This design comes from an exercise in tuning for a short achievable clock period and few clock cycles on the open sky130 flow, not from production work.
Where RTL was checked, it was by simulation tests only, not by an equivalence proof against the original.
Power figures rest on the tool's default switching activity, not on a simulated workload.

==> wip/tundra: inputs <==
Design mp3_core, start of the top module:
module mp3_core
(
    input  logic        clk,
    input  logic        rst,
    output logic [31:0] imem_addr,
    input  logic        imem_resp,
    input  logic [31:0] imem_rdata,
    output logic        dmem_read,
    output logic        dmem_write,
    output logic [3:0]  dmem_wmask,
    output logic [31:0] dmem_addr,
    output logic [31:0] dmem_wdata,
    input  logic        dmem_resp,
    input  logic [31:0] dmem_rdata
);
logic [29:0] pc_f;
logic [31:0] f_oh;           
logic        rst_q;          
localparam int IB = 5;            
localparam int NB = 1 << IB;
logic [NB-1:0] bt_v;
logic [10-IB:0] bt_tag [NB];
logic [29:0]   bt_tgt [NB];
logic [1:0]    bt_ctr [NB];
logic        d_valid, d_miss;
logic [31:0] d_ir;
logic [29:0] d_pc, d_pnpc;
logic        d_hit;
logic [1:0]  d_ctr;
logic        e_valid;
logic [29:0] e_pc1, e_target, e_pnpc;
logic [10:0] e_pcl;
logic [31:0] e_a, e_b, e_sd, e_pass;
logic        e_mt, e_mnt;
logic        e_fas, e_fao, e_fal, e_far;    
logic        e_fbs, e_fbo, e_fbl, e_fbr;
logic        e_fss, e_fso, e_fsl, e_fsr;
logic        e_ussum;                       
logic        e_sub;
logic        e_r_sll, e_r_srl, e_r_sra, e_r_xor, e_r_or, e_r_and, e_r_slt, e_r_sltu, e_r_pass;
logic        e_c_eq, e_c_ne, e_c_lt, e_c_ge, e_c_ltu, e_c_geu;
logic        e_br, e_jal, e_jalr, e_smis, e_beqne;
logic        e_we, e_ld, e_rdq, e_st;
logic [4:0]  e_rd;
logic        e_lw, e_lh, e_lhs, e_lbs;
logic [3:0]  e_mask;
logic        e_hit;
logic [1:0]  e_ctr;
logic        m_valid;
logic [29:0] m_tt, m_pc1, m_pnpc, rp_pc;
logic [10:0] m_pcl;
logic [31:0] m_sum, m_oth, m_addr, m_sd;  
logic        m_ussum, m_eq, m_lts, m_ltu;
  ...
Settings: LEC_CHECK=0, CAP_MARGIN=20, CORE_MARGIN=2, CORE_UTILIZATION=40, SLEW_MARGIN=20; clock period 12.0 ns.
standard.sh (not shown) runs the stock make flow with config.mk's settings and CLKGATE_MAP_FILE= SYNTH_SCRIPT=/design/flow/synth_recipe.tcl, a recipe that flattens the netlist after the stock synthesis.
==> flow/flow/run.sh <==
#!/bin/bash
set -euo pipefail
cd "$(dirname "$0")/.."
bash standard.sh SETUP_SLACK_MARGIN=9.0 PRE_DETAIL_ROUTE_TCL="$PWD/flow/pre_drt.tcl" \
  "BUFFER_PORTS_ARGS=-buffer_cell sky130_fd_sc_hd__buf_4" finish > standard_flow.log 2>&1
==> flow/flow/pre_drt.tcl <==
# Run before detailed routing (ORFS PRE_DETAIL_ROUTE_TCL hook): repair max slew and
# max capacitance with global-route parasitics, then legalize and re-route the
# changed nets incrementally.
if { [info exists ::env(DONT_USE_CELLS)] && $::env(DONT_USE_CELLS) ne "" } {
  set_dont_use $::env(DONT_USE_CELLS)
}
set_placement_padding -global \
  -left $::env(CELL_PAD_IN_SITES_DETAIL_PLACEMENT) \
  -right $::env(CELL_PAD_IN_SITES_DETAIL_PLACEMENT)
estimate_parasitics -global_routing
repair_design -slew_margin 30 -cap_margin 30 -verbose
global_route -start_incremental
detailed_placement
global_route -end_incremental
check_placement -verbose
==> wip/amber (differences from wip/tundra) <==
--- a/flow/design.v
+++ b/flow/design.v
@@ -35,27 +35,27 @@
 logic        e_fas, e_fao, e_fal, e_far;    
 logic        e_fbs, e_fbo, e_fbl, e_fbr;
 logic        e_fss, e_fso, e_fsl, e_fsr;
 logic        e_ussum;                       
 logic        e_sub;
 logic        e_r_sll, e_r_srl, e_r_sra, e_r_xor, e_r_or, e_r_and, e_r_slt, e_r_sltu, e_r_pass;
 logic        e_c_eq, e_c_ne, e_c_lt, e_c_ge, e_c_ltu, e_c_geu;
-logic        e_br, e_jal, e_jalr, e_smis, e_beqne;
+logic        e_br, e_jal, e_jalr, e_smis;
 logic        e_we, e_ld, e_rdq, e_st;
 logic [4:0]  e_rd;
 logic        e_lw, e_lh, e_lhs, e_lbs;
 logic [3:0]  e_mask;
 logic        e_hit;
 logic [1:0]  e_ctr;
 logic        m_valid;
 logic [29:0] m_tt, m_pc1, m_pnpc, rp_pc;
 logic [10:0] m_pcl;
 logic [31:0] m_sum, m_oth, m_addr, m_sd;  
 logic        m_ussum, m_eq, m_lts, m_ltu;
-logic        m_br, m_smis, m_mt, m_mnt, m_jrok, m_redone;
+logic        m_br, m_smis, m_mt, m_mnt;
 logic        m_c_eq, m_c_ne, m_c_lt, m_c_ge, m_c_ltu, m_c_geu;
 logic        m_we, m_ld, m_rdq, m_wrq;
 logic [4:0]  m_rd;
 logic        m_lw, m_lh, m_lhs, m_lbs;
 logic [3:0]  m_mask;
 logic        m_ctrl, m_jal, m_jalr;
 logic        m_hit;
@@ -104,35 +104,22 @@
 wire d_wr   = d_is_lui || d_is_auipc || d_is_jal || d_is_jalr || d_ld_ok || d_is_opi || d_is_op;
 wire d_we   = d_wr && (d_rd != 5'd0);
 wire [31:0] d_i_imm = {{20{d_ir[31]}}, d_ir[31:20]};
 wire [31:0] d_s_imm = {{20{d_ir[31]}}, d_ir[31:25], d_ir[11:7]};
 wire [31:0] d_b_imm = {{19{d_ir[31]}}, d_ir[31], d_ir[7], d_ir[30:25], d_ir[11:8], 1'b0};
 wire [31:0] d_u_imm = {d_ir[31:12], 12'h000};
 wire [31:0] d_j_imm = {{11{d_ir[31]}}, d_ir[31], d_ir[19:12], d_ir[20], d_ir[30:21], 1'b0};
-wire [31:0] d_pcx   = {d_pc, 2'b00};
-wire [31:0] d_tsu   = d_pcx + d_u_imm;
-wire [11:0] tb_lo = {1'b0, d_pc[10:0]} + {1'b0, d_b_imm[12:2]};
-wire [18:0] tb_p1 = d_pc[29:11] + 19'd1;
-wire [18:0] tb_m1 = d_pc[29:11] - 19'd1;
-wire [18:0] tb_hi = (tb_lo[11] == d_ir[31]) ? d_pc[29:11] : (tb_lo[11] ? tb_p1 : tb_m1);
-wire [19:0] tj_lo = {1'b0, d_pc[18:0]} + {1'b0, d_j_imm[20:2]};
-wire [10:0] tj_p1 = d_pc[29:19] + 11'd1;
-wire [10:0] tj_m1 = d_pc[29:19] - 11'd1;
-wire [10:0] tj_hi = (tj_lo[19] == d_ir[31]) ? d_pc[29:19] : (tj_lo[19] ? tj_p1 : tj_m1);
-wire [29:0] d_tsb = {tb_hi, tb_lo[10:0]};
-wire [29:0] d_tsj = {tj_hi, tj_lo[18:0]};
-wire [29:0] d_tgt = ({30{d_op[3]}} & d_tsj) | ({30{!d_op[3]}} & d_tsb);    
+wire [31:0] d_t_imm = d_op[3] ? d_j_imm : (d_op[6] ? d_b_imm : d_u_imm);
+wire [31:0] d_tsum  = {d_pc, 2'b00} + d_t_imm;
 wire [29:0] d_pc1   = d_pc + 30'd1;
-wire [29:0] mj_c = d_pc ^ d_j_imm[31:2] ^ d_pnpc;
-wire [29:0] mj_o = (d_pc & d_j_imm[31:2]) | (mj_c & (d_pc | d_j_imm[31:2]));
-wire [29:0] mb_c = d_pc ^ d_b_imm[31:2] ^ d_pnpc;
-wire [29:0] mb_o = (d_pc & d_b_imm[31:2]) | (mb_c & (d_pc | d_b_imm[31:2]));
-wire        d_mtj = !mj_c[0] && (mj_o[28:0] == mj_c[29:1]);
-wire        d_mtb = !mb_c[0] && (mb_o[28:0] == mb_c[29:1]);
-wire        d_mt  = d_op[3] ? d_mtj : d_mtb;
+wire [29:0] mt_x = d_pc;
+wire [29:0] mt_y = d_t_imm[31:2];    
+wire [29:0] mt_c = mt_x ^ mt_y ^ d_pnpc;
+wire [29:0] mt_o = (mt_x & mt_y) | (mt_c & (mt_x | mt_y));
+wire        d_mt  = !mt_c[0] && (mt_o[28:0] == mt_c[29:1]);
 wire [29:0] mn_c = d_pc ^ d_pnpc ^ 30'd1;
 wire [29:0] mn_o = (d_pc & 30'd1) | (mn_c & (d_pc | 30'd1));
 wire        d_mnt = !mn_c[0] && (mn_o[28:0] == mn_c[29:1]);
 wire d_a_e = e_we && (e_rd == d_rs1);
 wire d_b_e = e_we && (e_rd == d_rs2);
 wire d_a_m = m_we && (m_rd == d_rs1);
 wire d_b_m = m_we && (m_rd == d_rs2);
@@ -154,27 +141,21 @@
 wire d_ussum   = d_f_add;
 wire [31:0] opA = ({32{e_fas}} & m_sum) | ({32{e_fao}} & m_oth) | ({32{e_fal}} & w_ld) |
                   ({32{e_far}} & e_a);
 wire [31:0] opB = ({32{e_fbs}} & m_sum) | ({32{e_fbo}} & m_oth) | ({32{e_fbl}} & w_ld) |
                   ({32{e_fbr}} & e_b);
 wire [31:0] sdv = ({32{e_fss}} & m_sum) | ({32{e_fso}} & m_oth) | ({32{e_fsl}} & w_ld) |
                   ({32{e_fsr}} & e_sd);
-wire [31:0] subm = {32{e_sub}};
-wire [31:0] opBx = ({32{e_fbs}} & (m_sum ^ subm)) | ({32{e_fbo}} & (m_oth ^ subm)) |
-                   ({32{e_fbl}} & (w_ld ^ subm)) | ({32{e_fbr}} & (e_b ^ subm));
+wire [31:0] opBx = opB ^ {32{e_sub}};
 wire [33:0] addw = {opA, 1'b1} + {opBx, e_sub};
 wire [31:0] sum  = addw[32:1];
 wire        cout = addw[33];
 wire        lt_u = !cout;
 wire        lt_s = (opA[31] ^ opB[31]) ? opA[31] : sum[31];
 wire        eq   = (opA == opB);
-wire [29:0] jr_c  = opA[31:2] ^ e_b[31:2] ^ e_pnpc;
-wire [29:0] jr_o  = (opA[31:2] & e_b[31:2]) | (jr_c & (opA[31:2] | e_b[31:2]));
-wire        jr_ci = (opA[1] & e_b[1]) | ((opA[1] | e_b[1]) & opA[0] & e_b[0]);
-wire        e_jrok = (jr_c[0] == jr_ci) && (jr_o[28:0] == jr_c[29:1]);
 wire [31:0] sh_l  = opA << opB[4:0];
 wire [31:0] sh_r  = opA >> opB[4:0];
 wire [31:0] sh_ra = $signed(opA) >>> opB[4:0];
 wire [31:0] e_oth = ({32{e_r_sll}}  & sh_l) |
                     ({32{e_r_srl}}  & sh_r) |
                     ({32{e_r_sra}}  & sh_ra) |
                     ({32{e_r_xor}}  & (opA ^ opB)) |
@@ -184,60 +165,53 @@
                     ({32{e_r_pass}} & e_pass);
 wire hold   = (m_rdq | m_wrq) & !dmem_resp;
 wire m_act  = m_valid & !replay_q;
 wire m_cond = (m_c_eq & m_eq) | (m_c_ne & !m_eq) | (m_c_lt & m_lts) | (m_c_ge & !m_lts) |
               (m_c_ltu & m_ltu) | (m_c_geu & !m_ltu);
 wire m_taken = m_jal | m_jalr | (m_br & m_cond);
 wire [29:0] m_tgt = m_jalr ? m_sum[31:2] : m_tt;
-wire r_mis  = m_act & !m_redone & (m_smis | (m_br & (m_cond ? !m_mt : !m_mnt)) |
-                                   (m_jalr & !m_jrok));
+wire r_mis  = m_act & (m_smis | (m_br & (m_cond ? !m_mt : !m_mnt)) |
+                       (m_jalr & (m_sum[31:2] != m_pnpc)));
 wire r_m    = replay_q | r_mis;
 wire [29:0] t_m = replay_q ? rp_pc : (m_taken ? m_tgt : m_pc1);
-wire e_eqt  = e_c_eq ? eq : !eq;            
-wire r_e    = e_beqne & !r_m & (e_eqt ? !e_mt : !e_mnt);
-wire [29:0] t_e = e_eqt ? e_target : e_pc1;
 wire r_d    = d_miss & !r_m;
 wire stall_d = d_valid & d_haz;             
-wire d_adv  = d_valid & !d_haz & !r_m;      
-wire d_go   = d_adv & !r_e;
+wire d_go   = d_valid & !d_haz & !r_m;
 wire d_sjmp = d_is_jal | (d_is_br & d_ir[31]);
-wire d_pt   = d_hit & d_ctr[1];            
-wire r_dj   = d_adv & d_sjmp & !d_pt;       
+wire r_dj   = d_go & d_sjmp & !d_mt;
 wire e_go   = e_valid & !r_m;
 wire s_m    = r_m;
 wire s_d    = !r_m & r_d;
 wire s_dj   = !r_m & !r_d & r_dj;
 wire s_hold = !r_m & !r_d & !r_dj & stall_d;
 wire s_f    = !r_m & !r_d & !r_dj & !stall_d;
 wire f_take = s_f & f_hit & f_ctr[1];
 wire s_inc  = s_f & !(f_hit & f_ctr[1]);
-wire [29:0] pc_rs = ({30{s_m}}    & t_m) |
+wire [29:0] pc_nx = ({30{s_m}}    & t_m) |
                     ({30{s_d}}    & d_pc) |
-                    ({30{s_dj}}   & d_tgt) |
+                    ({30{s_dj}}   & d_tsum[31:2]) |
                     ({30{s_hold}} & pc_f) |
                     ({30{s_inc}}  & f_pc1) |
                     ({30{f_take}} & f_tgt);
-wire [31:0] oh_rs = ({32{s_m}}    & (32'd1 << t_m[4:0])) |
+wire [31:0] oh_nx = ({32{s_m}}    & (32'd1 << t_m[4:0])) |
                     ({32{s_d}}    & (32'd1 << d_pc[4:0])) |
-                    ({32{s_dj}}   & (32'd1 << d_tgt[4:0])) |
+                    ({32{s_dj}}   & (32'd1 << d_tsum[6:2])) |
                     ({32{s_hold}} & f_oh) |
                     ({32{s_inc}}  & {f_oh[30:0], f_oh[31]}) |
                     ({32{f_take}} & (32'd1 << f_tgt[4:0]));
-wire [29:0] pc_nx = r_e ? t_e : pc_rs;
-wire [31:0] oh_nx = r_e ? (e_eqt ? (32'd1 << e_target[4:0]) : (32'd1 << e_pc1[4:0])) : oh_rs;
 always_ff @(posedge clk) begin
     if (rst)
         pc_f <= 30'h18;
     else
         pc_f <= pc_nx;
     f_oh <= rst_q ? (32'd1 << 25) : oh_nx;
     rst_q <= rst;
 end
 always_ff @(posedge clk) begin
-    if (rst || r_m || r_e || r_d || r_dj) begin
+    if (rst || r_m || r_d || r_dj) begin
         d_valid <= 1'b0;
         d_miss  <= 1'b0;
     end else if (!stall_d) begin
         d_valid <= imem_resp;
         d_miss  <= !imem_resp;
     end
     if (!stall_d) begin
@@ -248,37 +222,36 @@
         d_ctr  <= f_ctr;
     end
 end
 always_ff @(posedge clk) begin
     if (rst) begin
         e_valid <= 1'b0;
         e_we <= 1'b0; e_ld <= 1'b0; e_rdq <= 1'b0; e_st <= 1'b0;
-        e_br <= 1'b0; e_jal <= 1'b0; e_jalr <= 1'b0; e_smis <= 1'b0; e_beqne <= 1'b0;
+        e_br <= 1'b0; e_jal <= 1'b0; e_jalr <= 1'b0; e_smis <= 1'b0;
     end else begin
         e_valid <= d_go;
         e_we    <= d_go & d_we;
         e_ld    <= d_go & d_ld_ok & d_we;
         e_rdq   <= d_go & d_ld_ok;
         e_st    <= d_go & d_st_ok;
         e_br    <= d_go & d_is_br;
-        e_beqne <= d_go & d_is_br & (d_f3 == 3'd0 || d_f3 == 3'd1);
         e_jal   <= d_go & d_is_jal;
         e_jalr  <= d_go & d_is_jalr;
         e_smis  <= d_go & !d_is_br & !d_is_jalr & (d_is_jal ? (!d_mt & !r_dj) : !d_mnt);
     end
     e_pc1    <= d_pc1;
     e_pcl    <= d_pc[10:0];
-    e_target <= d_tgt;
-    e_pnpc   <= r_dj ? d_tgt : d_pnpc;
+    e_target <= d_tsum[31:2];
+    e_pnpc   <= r_dj ? d_tsum[31:2] : d_pnpc;
     e_mt     <= d_mt | r_dj;
     e_mnt    <= d_mnt & !r_dj;
     e_a      <= d_rf1;
     e_b      <= d_use_imm ? d_b_imm_val : d_rf2;
     e_sd     <= d_rf2;
-    e_pass   <= d_op[6] ? {d_pc1, 2'b00} : (d_op[5] ? d_u_imm : d_tsu);
+    e_pass   <= d_op[6] ? {d_pc1, 2'b00} : (d_op[5] ? d_u_imm : d_tsum);
     e_fas    <= d_use1 & d_a_e & e_ussum;
     e_fao    <= d_use1 & d_a_e & !e_ussum;
     e_fal    <= d_use1 & !d_a_e & d_a_m & m_ld;
     e_far    <= !(d_use1 & (d_a_e | (d_a_m & m_ld)));
     e_fbs    <= !d_use_imm & d_b_e & e_ussum;
     e_fbo    <= !d_use_imm & d_b_e & !e_ussum;
     e_fbl    <= !d_use_imm & !d_b_e & d_b_m & m_ld;
@@ -314,29 +287,27 @@
     e_ctr    <= d_ctr;
 end
 always_ff @(posedge clk) begin
     if (rst) begin
         m_valid <= 1'b0;
         m_we <= 1'b0; m_ld <= 1'b0; m_rdq <= 1'b0; m_wrq <= 1'b0;
         m_ctrl <= 1'b0; m_jal <= 1'b0; m_jalr <= 1'b0; m_br <= 1'b0; m_smis <= 1'b0;
-        m_redone <= 1'b0;
     end else begin
         if (!hold) begin
             m_valid <= e_go;
             m_we    <= e_go & e_we;
             m_ld    <= e_go & e_ld;
             m_rdq   <= e_go & e_rdq;
             m_wrq   <= e_go & e_st;
         end
         m_ctrl  <= e_go & (e_br | e_jal | e_jalr);
         m_jal   <= e_go & e_jal;
         m_jalr  <= e_go & e_jalr;
         m_br    <= e_go & e_br;
         m_smis  <= e_go & e_smis;
-        m_redone <= e_go & r_e;
     end
     if (!hold) begin
         m_addr  <= sum;
         m_sd    <= sdv;
         m_rd    <= e_rd;
         m_lw    <= e_lw;
         m_lh    <= e_lh;
@@ -347,15 +318,14 @@
     m_sum   <= sum;
     m_oth   <= e_oth;
     m_ussum <= e_ussum;
     m_eq    <= eq;
     m_lts   <= lt_s;
     m_ltu   <= lt_u;
     m_mt    <= e_mt;
-    m_jrok  <= e_jrok;
     m_mnt   <= e_mnt;
     m_c_eq  <= e_c_eq;
     m_c_ne  <= e_c_ne;
     m_c_lt  <= e_c_lt;
     m_c_ge  <= e_c_ge;
     m_c_ltu <= e_c_ltu;
     m_c_geu <= e_c_geu;
==> wip/garnet (differences from wip/tundra) <==
--- a/flow/design.v
+++ b/flow/design.v
@@ -35,27 +35,27 @@
 logic        e_fas, e_fao, e_fal, e_far;    
 logic        e_fbs, e_fbo, e_fbl, e_fbr;
 logic        e_fss, e_fso, e_fsl, e_fsr;
 logic        e_ussum;                       
 logic        e_sub;
 logic        e_r_sll, e_r_srl, e_r_sra, e_r_xor, e_r_or, e_r_and, e_r_slt, e_r_sltu, e_r_pass;
 logic        e_c_eq, e_c_ne, e_c_lt, e_c_ge, e_c_ltu, e_c_geu;
-logic        e_br, e_jal, e_jalr, e_smis, e_beqne;
+logic        e_br, e_jal, e_jalr, e_smis;
 logic        e_we, e_ld, e_rdq, e_st;
 logic [4:0]  e_rd;
 logic        e_lw, e_lh, e_lhs, e_lbs;
 logic [3:0]  e_mask;
 logic        e_hit;
 logic [1:0]  e_ctr;
 logic        m_valid;
 logic [29:0] m_tt, m_pc1, m_pnpc, rp_pc;
 logic [10:0] m_pcl;
 logic [31:0] m_sum, m_oth, m_addr, m_sd;  
 logic        m_ussum, m_eq, m_lts, m_ltu;
-logic        m_br, m_smis, m_mt, m_mnt, m_jrok, m_redone;
+logic        m_br, m_smis, m_mt, m_mnt, m_jrok;
 logic        m_c_eq, m_c_ne, m_c_lt, m_c_ge, m_c_ltu, m_c_geu;
 logic        m_we, m_ld, m_rdq, m_wrq;
 logic [4:0]  m_rd;
 logic        m_lw, m_lh, m_lhs, m_lbs;
 logic [3:0]  m_mask;
 logic        m_ctrl, m_jal, m_jalr;
 logic        m_hit;
@@ -105,26 +105,18 @@
 wire d_we   = d_wr && (d_rd != 5'd0);
 wire [31:0] d_i_imm = {{20{d_ir[31]}}, d_ir[31:20]};
 wire [31:0] d_s_imm = {{20{d_ir[31]}}, d_ir[31:25], d_ir[11:7]};
 wire [31:0] d_b_imm = {{19{d_ir[31]}}, d_ir[31], d_ir[7], d_ir[30:25], d_ir[11:8], 1'b0};
 wire [31:0] d_u_imm = {d_ir[31:12], 12'h000};
 wire [31:0] d_j_imm = {{11{d_ir[31]}}, d_ir[31], d_ir[19:12], d_ir[20], d_ir[30:21], 1'b0};
 wire [31:0] d_pcx   = {d_pc, 2'b00};
+wire [31:0] d_tsj   = d_pcx + d_j_imm;
+wire [31:0] d_tsb   = d_pcx + d_b_imm;
 wire [31:0] d_tsu   = d_pcx + d_u_imm;
-wire [11:0] tb_lo = {1'b0, d_pc[10:0]} + {1'b0, d_b_imm[12:2]};
-wire [18:0] tb_p1 = d_pc[29:11] + 19'd1;
-wire [18:0] tb_m1 = d_pc[29:11] - 19'd1;
-wire [18:0] tb_hi = (tb_lo[11] == d_ir[31]) ? d_pc[29:11] : (tb_lo[11] ? tb_p1 : tb_m1);
-wire [19:0] tj_lo = {1'b0, d_pc[18:0]} + {1'b0, d_j_imm[20:2]};
-wire [10:0] tj_p1 = d_pc[29:19] + 11'd1;
-wire [10:0] tj_m1 = d_pc[29:19] - 11'd1;
-wire [10:0] tj_hi = (tj_lo[19] == d_ir[31]) ? d_pc[29:19] : (tj_lo[19] ? tj_p1 : tj_m1);
-wire [29:0] d_tsb = {tb_hi, tb_lo[10:0]};
-wire [29:0] d_tsj = {tj_hi, tj_lo[18:0]};
-wire [29:0] d_tgt = ({30{d_op[3]}} & d_tsj) | ({30{!d_op[3]}} & d_tsb);    
+wire [29:0] d_tgt   = d_op[3] ? d_tsj[31:2] : d_tsb[31:2];    
 wire [29:0] d_pc1   = d_pc + 30'd1;
 wire [29:0] mj_c = d_pc ^ d_j_imm[31:2] ^ d_pnpc;
 wire [29:0] mj_o = (d_pc & d_j_imm[31:2]) | (mj_c & (d_pc | d_j_imm[31:2]));
 wire [29:0] mb_c = d_pc ^ d_b_imm[31:2] ^ d_pnpc;
 wire [29:0] mb_o = (d_pc & d_b_imm[31:2]) | (mb_c & (d_pc | d_b_imm[31:2]));
 wire        d_mtj = !mj_c[0] && (mj_o[28:0] == mj_c[29:1]);
 wire        d_mtb = !mb_c[0] && (mb_o[28:0] == mb_c[29:1]);
@@ -184,60 +176,54 @@
                     ({32{e_r_pass}} & e_pass);
 wire hold   = (m_rdq | m_wrq) & !dmem_resp;
 wire m_act  = m_valid & !replay_q;
 wire m_cond = (m_c_eq & m_eq) | (m_c_ne & !m_eq) | (m_c_lt & m_lts) | (m_c_ge & !m_lts) |
               (m_c_ltu & m_ltu) | (m_c_geu & !m_ltu);
 wire m_taken = m_jal | m_jalr | (m_br & m_cond);
 wire [29:0] m_tgt = m_jalr ? m_sum[31:2] : m_tt;
-wire r_mis  = m_act & !m_redone & (m_smis | (m_br & (m_cond ? !m_mt : !m_mnt)) |
-                                   (m_jalr & !m_jrok));
+wire r_mis  = m_act & (m_smis | (m_br & (m_cond ? !m_mt : !m_mnt)) |
+                       (m_jalr & !m_jrok));
 wire r_m    = replay_q | r_mis;
 wire [29:0] t_m = replay_q ? rp_pc : (m_taken ? m_tgt : m_pc1);
-wire e_eqt  = e_c_eq ? eq : !eq;            
-wire r_e    = e_beqne & !r_m & (e_eqt ? !e_mt : !e_mnt);
-wire [29:0] t_e = e_eqt ? e_target : e_pc1;
 wire r_d    = d_miss & !r_m;
 wire stall_d = d_valid & d_haz;             
-wire d_adv  = d_valid & !d_haz & !r_m;      
-wire d_go   = d_adv & !r_e;
+wire d_go   = d_valid & !d_haz & !r_m;
 wire d_sjmp = d_is_jal | (d_is_br & d_ir[31]);
 wire d_pt   = d_hit & d_ctr[1];            
-wire r_dj   = d_adv & d_sjmp & !d_pt;       
+wire r_dj   = d_go & d_sjmp & !d_pt;
 wire e_go   = e_valid & !r_m;
 wire s_m    = r_m;
 wire s_d    = !r_m & r_d;
 wire s_dj   = !r_m & !r_d & r_dj;
 wire s_hold = !r_m & !r_d & !r_dj & stall_d;
 wire s_f    = !r_m & !r_d & !r_dj & !stall_d;
 wire f_take = s_f & f_hit & f_ctr[1];
 wire s_inc  = s_f & !(f_hit & f_ctr[1]);
-wire [29:0] pc_rs = ({30{s_m}}    & t_m) |
+wire [29:0] pc_nx = ({30{s_m}}    & t_m) |
                     ({30{s_d}}    & d_pc) |
                     ({30{s_dj}}   & d_tgt) |
                     ({30{s_hold}} & pc_f) |
                     ({30{s_inc}}  & f_pc1) |
                     ({30{f_take}} & f_tgt);
-wire [31:0] oh_rs = ({32{s_m}}    & (32'd1 << t_m[4:0])) |
+wire [31:0] oh_nx = ({32{s_m}}    & (32'd1 << t_m[4:0])) |
                     ({32{s_d}}    & (32'd1 << d_pc[4:0])) |
                     ({32{s_dj}}   & (32'd1 << d_tgt[4:0])) |
                     ({32{s_hold}} & f_oh) |
                     ({32{s_inc}}  & {f_oh[30:0], f_oh[31]}) |
                     ({32{f_take}} & (32'd1 << f_tgt[4:0]));
-wire [29:0] pc_nx = r_e ? t_e : pc_rs;
-wire [31:0] oh_nx = r_e ? (e_eqt ? (32'd1 << e_target[4:0]) : (32'd1 << e_pc1[4:0])) : oh_rs;
 always_ff @(posedge clk) begin
     if (rst)
         pc_f <= 30'h18;
     else
         pc_f <= pc_nx;
     f_oh <= rst_q ? (32'd1 << 25) : oh_nx;
     rst_q <= rst;
 end
 always_ff @(posedge clk) begin
-    if (rst || r_m || r_e || r_d || r_dj) begin
+    if (rst || r_m || r_d || r_dj) begin
         d_valid <= 1'b0;
         d_miss  <= 1'b0;
     end else if (!stall_d) begin
         d_valid <= imem_resp;
         d_miss  <= !imem_resp;
     end
     if (!stall_d) begin
@@ -248,23 +234,22 @@
         d_ctr  <= f_ctr;
     end
 end
 always_ff @(posedge clk) begin
     if (rst) begin
         e_valid <= 1'b0;
         e_we <= 1'b0; e_ld <= 1'b0; e_rdq <= 1'b0; e_st <= 1'b0;
-        e_br <= 1'b0; e_jal <= 1'b0; e_jalr <= 1'b0; e_smis <= 1'b0; e_beqne <= 1'b0;
+        e_br <= 1'b0; e_jal <= 1'b0; e_jalr <= 1'b0; e_smis <= 1'b0;
     end else begin
         e_valid <= d_go;
         e_we    <= d_go & d_we;
         e_ld    <= d_go & d_ld_ok & d_we;
         e_rdq   <= d_go & d_ld_ok;
         e_st    <= d_go & d_st_ok;
         e_br    <= d_go & d_is_br;
-        e_beqne <= d_go & d_is_br & (d_f3 == 3'd0 || d_f3 == 3'd1);
         e_jal   <= d_go & d_is_jal;
         e_jalr  <= d_go & d_is_jalr;
         e_smis  <= d_go & !d_is_br & !d_is_jalr & (d_is_jal ? (!d_mt & !r_dj) : !d_mnt);
     end
     e_pc1    <= d_pc1;
     e_pcl    <= d_pc[10:0];
     e_target <= d_tgt;
@@ -314,29 +299,27 @@
     e_ctr    <= d_ctr;
 end
 always_ff @(posedge clk) begin
     if (rst) begin
         m_valid <= 1'b0;
         m_we <= 1'b0; m_ld <= 1'b0; m_rdq <= 1'b0; m_wrq <= 1'b0;
         m_ctrl <= 1'b0; m_jal <= 1'b0; m_jalr <= 1'b0; m_br <= 1'b0; m_smis <= 1'b0;
-        m_redone <= 1'b0;
     end else begin
         if (!hold) begin
             m_valid <= e_go;
             m_we    <= e_go & e_we;
             m_ld    <= e_go & e_ld;
             m_rdq   <= e_go & e_rdq;
             m_wrq   <= e_go & e_st;
         end
         m_ctrl  <= e_go & (e_br | e_jal | e_jalr);
         m_jal   <= e_go & e_jal;
         m_jalr  <= e_go & e_jalr;
         m_br    <= e_go & e_br;
         m_smis  <= e_go & e_smis;
-        m_redone <= e_go & r_e;
     end
     if (!hold) begin
         m_addr  <= sum;
         m_sd    <= sdv;
         m_rd    <= e_rd;
         m_lw    <= e_lw;
         m_lh    <= e_lh;
- CORE_UTILIZATION: 40 -> 60
- CTS_CLUSTER_DIAMETER: not set -> 100
- CTS_CLUSTER_SIZE: not set -> 20
- PLACE_DENSITY: not set -> 0.75
==> comparison <==
Power: wip/tundra > wip/amber > wip/garnet.
Between wip/amber and wip/tundra, the lower cell count is in wip/amber (gap 7.1%, measured against wip/tundra).
Sequential share of layout area, highest first: wip/garnet, wip/amber, wip/tundra.
Synthesized cell count: wip/amber < wip/garnet < wip/tundra.
Non-clock buffer count, highest first: wip/tundra, wip/amber, wip/garnet.
Die area: wip/garnet is lower than wip/tundra (about 34%).
Between wip/garnet and wip/amber, the lower core utilization is in wip/amber (gap 22 points).
Sequential power is about the same in wip/tundra and wip/garnet.
==> figures <==
	wip/garnet	wip/tundra	wip/amber
Result of the run	finished clean	finished clean	finished clean
Worst Setup End Kind	primary output	register	register
Area of all sequential standard cells	0.0860 sq mm	0.0860 sq mm	0.0866 sq mm
Well tap count	2992	4557	4387
Clock power share	30.0%	39.9%	40.0%
Share of the final layout cell area in multi-input gates	32.4%	32.2%	29.8%
Power consumed by combinational cells	3010 uW	3600 uW	3120 uW
FF+latch count, synth	3059	3061	3089
Design internal power	15700 uW	19100 uW	18900 uW
Fraction of layout cells with a size suffix above 1	32.2%	37.1%	35.1%
Final critical delay including setup and external delays	3.94 ns	4.46 ns	4.45 ns
Fin Hold WS	0.292 ns	0.301 ns	0.301 ns
Met3 demand-to-capacity share in global routing	17.7%	8.61%	7.15%
Routed wire length per instance	43.1 um	40.1 um	37.4 um
Antenna cell count	17	25	15
Capture point of the critical path	dmem_addr[21]	e_pnpc[29]	f_oh[18]
Worst reg2reg path startpoint	d_ir[3]	d_pc[1]	d_ir[31]
Number of CTS-inserted buffers	175	333	325
Testbench counts of wip/garnet, summed over its fixed seeds: cycles 78,612.
No functional check of the RTL was part of wip/tundra and wip/amber.

## re-timing with driven ports
The flow's constraints put no driver on any port. The routed layouts listed below were extracted and timed again, unchanged, in two steps. Step 1 (the two cells are an assumption about what drives the block):
set clk [get_ports {clk}]
set_driving_cell -lib_cell sky130_fd_sc_hd__clkbuf_16 $clk
set_driving_cell -lib_cell sky130_fd_sc_hd__buf_2 [delete_from_list [all_inputs] $clk]
Step 2, shift: input delay + t, output delay - t, t = (earliest + latest rising clock arrival at the registers) / 2. This alone moves slack from input paths to output paths. Slacks: no drivers / after step 1 / after step 2; pairs: no drivers / after step 1.
| run | t, ns | setup WS [ns] | hold slack, ns | clock arrival spread, ns | worst register clock-pin slew, ns |
|---|---|---|---|---|---|
| wip/tundra | 1.032 | 7.540 / 7.540 / 7.540 | 0.301 / 0.301 / 0.301 | 0.085 / 0.085 | 0.08 / 0.08 |
| wip/amber | 1.048 | 7.547 / 7.547 / 7.547 | 0.301 / 0.301 / 0.301 | 0.117 / 0.117 | 0.07 / 0.07 |
| wip/garnet | 1.031 | 8.060 / 7.949 / 8.076 | 0.292 / 0.292 / 0.292 | 0.057 / 0.056 | 0.10 / 0.10 |
After both steps setup and hold are still met in every run listed.
